Context: an optimization exercise on an open-source flow, tuned for small area, a short achievable clock period and few clock cycles per item. The choices shown serve that exercise and are no tape-out recipe. Where RTL was checked, it was by simulation tests only, not by an equivalence proof against the original.

==> flow/design.v (excerpt) <==
module arctan #
	(
		parameter integer C_S00_AXIS_TDATA_WIDTH	= 32,
		parameter integer C_M00_AXIS_TDATA_WIDTH	= 32,
    parameter integer ITERATIONS = 16
	)
	(
		input wire  s00_axis_aclk, s00_axis_aresetn,
		input wire  s00_axis_tlast, s00_axis_tvalid,
		input wire [C_S00_AXIS_TDATA_WIDTH-1 : 0] s00_axis_tdata,
		input wire [(C_S00_AXIS_TDATA_WIDTH/8)-1: 0] s00_axis_tstrb,
		output logic  s00_axis_tready,
		input wire  m00_axis_aclk, m00_axis_aresetn,
		input wire  m00_axis_tready,
		output logic  m00_axis_tvalid, m00_axis_tlast,
		output logic [C_M00_AXIS_TDATA_WIDTH-1 : 0] m00_axis_tdata,
		output logic [(C_M00_AXIS_TDATA_WIDTH/8)-1: 0] m00_axis_tstrb
	);
Size in the first run: ~4700 cells after synthesis, about 46000 sq um of cells after synthesis.
clock: 5.0 ns
lec_check: 0
abc_area: 1
cap_margin: 20
core_margin: 2
core_utilization: 40
cts_cluster_diameter: 70
cts_cluster_size: 40
setup_slack_margin: 2.6
slew_margin: 20
run.sh (not shown) runs the stock make flow with config.mk's settings and CLKGATE_MAP_FILE= SYNTH_SCRIPT=/design/flow/synth_recipe.tcl, a recipe that flattens the netlist after the stock synthesis.
The starting point ran to the end with no violations.
Testbench counts at the start, summed over its fixed seeds: cycles 16,128, items 16,000.
Then changed:
CORE_UTILIZATION = 50   (was 40)
PLACE_DENSITY = 0.7   (was unset)
SETUP_SLACK_MARGIN = 2.5   (was 2.6)
=> Utilization came out higher by 10 points. Worst hold slack improves by 0.044 ns. Via count drops slightly.
Then changed:
CORE_UTILIZATION = 40   (was 50)
CTS_CLUSTER_DIAMETER = 80   (was 70)
CTS_CLUSTER_SIZE = 35   (was 40)
PLACE_DENSITY = unset   (was 0.7)
After rerunning: Synthesized cell count stays the same. Critical path depth is lower by 3. Global-route usage is lower by 3.9 points. Final area barely changes. Worst hold slack gets better by 0.0041 ns. Setup slack gets better by 0.079 ns. Die area is higher by 25%. Clock skew is lower by 0.012 ns.


== v6 ==
Another version of the RTL of arctan (not shown whole).
Size: roughly 3700 cells after synthesis, ~710 flip-flops, ~82 I/O pins, roughly 42000 sq um of cells after synthesis.
make LEC_CHECK=0 CAP_MARGIN=20 CORE_MARGIN=2 CORE_UTILIZATION=40 SLEW_MARGIN=20 finish   # period 5.0 ns
Setup changes, v6 to v7
# v6
export LEC_CHECK = 0
export CAP_MARGIN = 20
export CORE_MARGIN = 2
export CORE_UTILIZATION = 40
export SLEW_MARGIN = 20
create_clock -name core_clock -period 5.0 [get_ports {s00_axis_aclk}]
# v7
export LEC_CHECK = 0
export CAP_MARGIN = 20
export CORE_MARGIN = 2
export CORE_UTILIZATION = 60
export PLACE_DENSITY = 0.7
export SLEW_MARGIN = 20
create_clock -name core_clock -period 5.0 [get_ports {s00_axis_aclk}]
[summary]
The final instance area in v7 sits about 1.3% below the value recorded for v6.
Taking v6 as the reference, in v7 met2 capacity usage during global routing shows an increase of 12 points; die area lost 36000 sq um.
Function was not checked in any run of this note: the RTL went through the layout flow alone.


== run A ==
Another version of the RTL of arctan (not shown whole).
For scale: roughly 720 flip-flops, ~82 I/O pins, ~44,000 sq um of cells after synthesis.
export LEC_CHECK = 0
export CAP_MARGIN = 20
export CORE_MARGIN = 2
export CORE_UTILIZATION = 40
export CTS_BUF_LIST = sky130_fd_sc_hd__clkbuf_4 sky130_fd_sc_hd__clkbuf_8
export CTS_CLUSTER_SIZE = 40
export SETUP_SLACK_MARGIN = 1.7
export SLEW_MARGIN = 20
create_clock -name core_clock -period 5.0 [get_ports {s00_axis_aclk}]
Testbench counts of run A, summed over its fixed seeds: cycles 16,128, items 16,000.
For run B, these inputs were changed with respect to run A:
Settings: removing CTS_CLUSTER_SIZE (formerly 40); setting ABC_AREA to 1 for the first time; removing CTS_BUF_LIST (formerly sky130_fd_sc_hd__clkbuf_4 sky130_fd_sc_hd__clkbuf_8).
==> comparison <==
- Every run in the comparison, run B and run A, completed the flow with a clean layout.
- Run B: area of the mapped netlist is 1.5% higher than what run A reported.
- Comparing synthesized instance count for run B and run A, the bigger number came from run B.
- In run B relative to run A, weighted congestion reported at the end of routability-driven placement had gone up by a few percent.
Here is what was changed in the inputs of run C compared with run B.
Settings: changing SETUP_SLACK_MARGIN from 1.7 to 2.0.
- Comparing run B with run C, the worst hold margin came out essentially unchanged.
- [compare] base=run B new=run C: non-filler instance count after layout went up; number of nets in the synthesized netlist did not really move; clock-buffer cell count went down; quantity of gates resized following cts went up.


north:
arctan, a different RTL version from the one above (not shown whole).
Size: roughly 4700 cells after synthesis, roughly 82 I/O pins, roughly 0.046 mm² of cells after synthesis.
Design arctan, start of the top module:
module arctan #
	(
		parameter integer C_S00_AXIS_TDATA_WIDTH	= 32,
		parameter integer C_M00_AXIS_TDATA_WIDTH	= 32,
    parameter integer ITERATIONS = 16
	)
	(
		input wire  s00_axis_aclk, s00_axis_aresetn,
		input wire  s00_axis_tlast, s00_axis_tvalid,
		input wire [C_S00_AXIS_TDATA_WIDTH-1 : 0] s00_axis_tdata,
		input wire [(C_S00_AXIS_TDATA_WIDTH/8)-1: 0] s00_axis_tstrb,
		output logic  s00_axis_tready,
		input wire  m00_axis_aclk, m00_axis_aresetn,
		input wire  m00_axis_tready,
		output logic  m00_axis_tvalid, m00_axis_tlast,
		output logic [C_M00_AXIS_TDATA_WIDTH-1 : 0] m00_axis_tdata,
		output logic [(C_M00_AXIS_TDATA_WIDTH/8)-1: 0] m00_axis_tstrb
	);
  logic sv;   
  logic ov;   
  wire adv = ~sv;
  logic rdy;   
  assign s00_axis_tready = rdy;
  wire signed [15:0] x_in = s00_axis_tdata[15:0];
  wire signed [15:0] y_in = s00_axis_tdata[31:16];
  logic s0_v;
  logic [4:0] s0_side;
  logic signed [15:0] s0_x, s0_y;
  logic [1:0] s0_q;
  logic s1_v;
  logic [4:0] s1_side;
  logic signed [15:0] s1_x, s1_y;
  logic [1:0] s1_q;
  logic [0:0] s1_b;
  logic s2_v;
  ...
==> flow/config.mk <==
export PLATFORM = sky130hd
export DESIGN_NAME = arctan
export DESIGN_NICKNAME = arctan
export VERILOG_FILES = /design/flow/design.v
export SDC_FILE = /design/flow/constraint.sdc
export NUM_CORES = 4
export LEC_CHECK = 0
export ABC_AREA = 1
export CAP_MARGIN = 20
export CORE_MARGIN = 2
export CORE_UTILIZATION = 40
export CTS_CLUSTER_DIAMETER = 70
export CTS_CLUSTER_SIZE = 40
export SETUP_SLACK_MARGIN = 2.55
export SLEW_MARGIN = 20
==> flow/constraint.sdc <==
create_clock -name core_clock -period 5.0 [get_ports {s00_axis_aclk}]
set_input_delay 1.0000 -clock core_clock [delete_from_list [all_inputs] [get_ports {s00_axis_aclk}]]
set_output_delay 1.0000 -clock core_clock [all_outputs]
set_load 0.01 [all_outputs]
Testbench counts of north, summed over its fixed seeds: cycles 16,128, items 16,000.
--- input diff north..south ---
Settings: changing SETUP_SLACK_MARGIN from 2.55 to 2.5; removing ABC_AREA (formerly 1).
Notes after the runs:
- south reached the end of the flow, and the finished layout is clean on the timing, design-rule and antenna checks.
- In south the XOR/XNOR share of the synthesized area turned out 0.52 points lower than in north.
- Any difference in sequential cell count between south and north is small enough to ignore.
- Row final critical-path required period: south higher / north lower
- As of south, die boundary height had fallen slightly compared to north.
- Final wirelength is lower on south
- north has a higher worst-margin pin slew than south.
- Of the two candidates, north has the worse area after synthesis and south the better one.
- [south vs north] initial antenna violation count: lower in south


Starting RTL as in the previous note.
Settings: LEC_CHECK=0, ABC_AREA=1, CAP_MARGIN=20, CORE_MARGIN=2, CORE_UTILIZATION=40, CTS_CLUSTER_DIAMETER=70, CTS_CLUSTER_SIZE=40, GPL_ROUTABILITY_DRIVEN=0, SETUP_SLACK_MARGIN=2.5, SLEW_MARGIN=20; clock period 5.0 ns.
The first run went through all stages and came out clean.
Testbench counts at the start, summed over its fixed seeds: cycles 16,128, items 16,000.
Change:
Settings changed: CORE_UTILIZATION 40 to 45, GPL_ROUTABILITY_DRIVEN 0 to not set, PLACE_DENSITY set to 0.65.
Wire length grows by 2.3%. Design area grows by 1.3%. Core utilization is higher by 6.4 points. Setup slack gets worse by 0.0068 ns. Final cell count goes down by 1.4%. Clock skew went down by 0.018 ns.
Change:
Settings changed: CORE_UTILIZATION 45 to 40, PLACE_DENSITY 0.65 to not set, SETUP_SLACK_MARGIN 2.5 to 2.4.
Via count went down by 2.7%.
Die area increases by 12%.
Global-route usage fell by 2.0 points.
Area after synthesis stays the same.
Final cell count increases by 0.82%.
Change:
Settings changed: SETUP_SLACK_MARGIN 2.4 to 2.5.
The changed run passed the timing, design-rule and antenna checks.
Hold slack gets better by 0.023 ns.
Sequential share of layout area falls by 0.93 points.
Setup slack gets better by 0.074 ns.
Synthesized area does not change.


Another version of the RTL of arctan (not shown whole).
Size: roughly 4700 cells after synthesis, ~760 flip-flops, ~82 I/O pins, roughly 47000 µm² of cells after synthesis.
Settings: LEC_CHECK=0, ABC_AREA=1, CAP_MARGIN=20, CORE_MARGIN=2, CORE_UTILIZATION=40, SETUP_SLACK_MARGIN=2.5, SLEW_MARGIN=20; clock period 5.0 ns.
Testbench counts at the start, summed over its fixed seeds: cycles 16,128, items 16,000.
Edit:
CTS_CLUSTER_DIAMETER = 40   (was not set)
CTS_CLUSTER_SIZE = 20   (was not set)
=> Core utilization went up by 0.98 points; final area goes up by about 2%; worst setup slack improves by 0.035 ns; flip-flop and latch count is unchanged; via count increases by about 0.35%; register-to-register slack improved by 0.04 ns; die area does not change; global-route usage is about the same.

## port drivers added, routing unchanged
In the flow no input, the clock included, has a driving cell. The finished layouts below were timed again as built, in two steps.
Step 1, drivers: a clkbuf_16 drives s00_axis_aclk and a buf_2 each remaining input, both assumed.
Step 2 times the ports against the registers' clock, not the clock port: input delays grow and output delays shrink by t, the midpoint of the rising clock arrivals with the driver on.
Slacks: ideal ports / drivers / drivers and shift; pairs: ideal ports / drivers.
run | shift t [ns] | setup slack, ns | latest minus earliest clock arrival (ns) | cell pins on the clock port's net
the first run of note 1 | 0.746 | 2.578 / 2.578 / 1.966 | 0.077 / 0.077 | 1
the second run of note 1 | 0.683 | 2.471 / 2.471 / 2.045 | 0.059 / 0.060 | 1
the third run of note 1 | 0.723 | 2.550 / 2.531 / 1.940 | 0.044 / 0.044 | 1
v6 | 0.691 | 1.209 / 1.136 / 0.775 | 0.031 / 0.031 | 1
v7 | 0.667 | 0.923 / 0.889 / 0.652 | 0.029 / 0.029 | 1
run A | 0.855 | 1.729 / 1.729 / 1.295 | 0.053 / 0.053 | 1
run B | 0.700 | 1.871 / 1.843 / 1.647 | 0.059 / 0.059 | 1
run C | 0.704 | 2.042 / 2.021 / 1.510 | 0.028 / 0.028 | 1
north | 0.770 | 2.549 / 2.549 / 2.013 | 0.089 / 0.089 | 1
south | 0.712 | 2.108 / 2.108 / 1.896 | 0.041 / 0.041 | 1
the first run of note 5 | 0.751 | 2.494 / 2.494 / 1.994 | 0.056 / 0.056 | 1
the second run of note 5 | 0.732 | 2.487 / 2.487 / 1.965 | 0.041 / 0.041 | 1
the third run of note 5 | 0.746 | 2.480 / 2.431 / 1.931 | 0.055 / 0.054 | 1
the fourth run of note 5 | 0.758 | 2.554 / 2.511 / 1.971 | 0.062 / 0.063 | 1
the first run of note 6 | 0.718 | 2.514 / 2.514 / 1.927 | 0.043 / 0.043 | 1
the second run of note 6 | 0.744 | 2.549 / 2.549 / 1.898 | 0.046 / 0.045 | 1
After both steps every run listed still meets setup and hold. For the second run of note 6, which loses most, drivers alone change the setup slack by 0.000 ns; drivers and shift together by -0.651 ns.
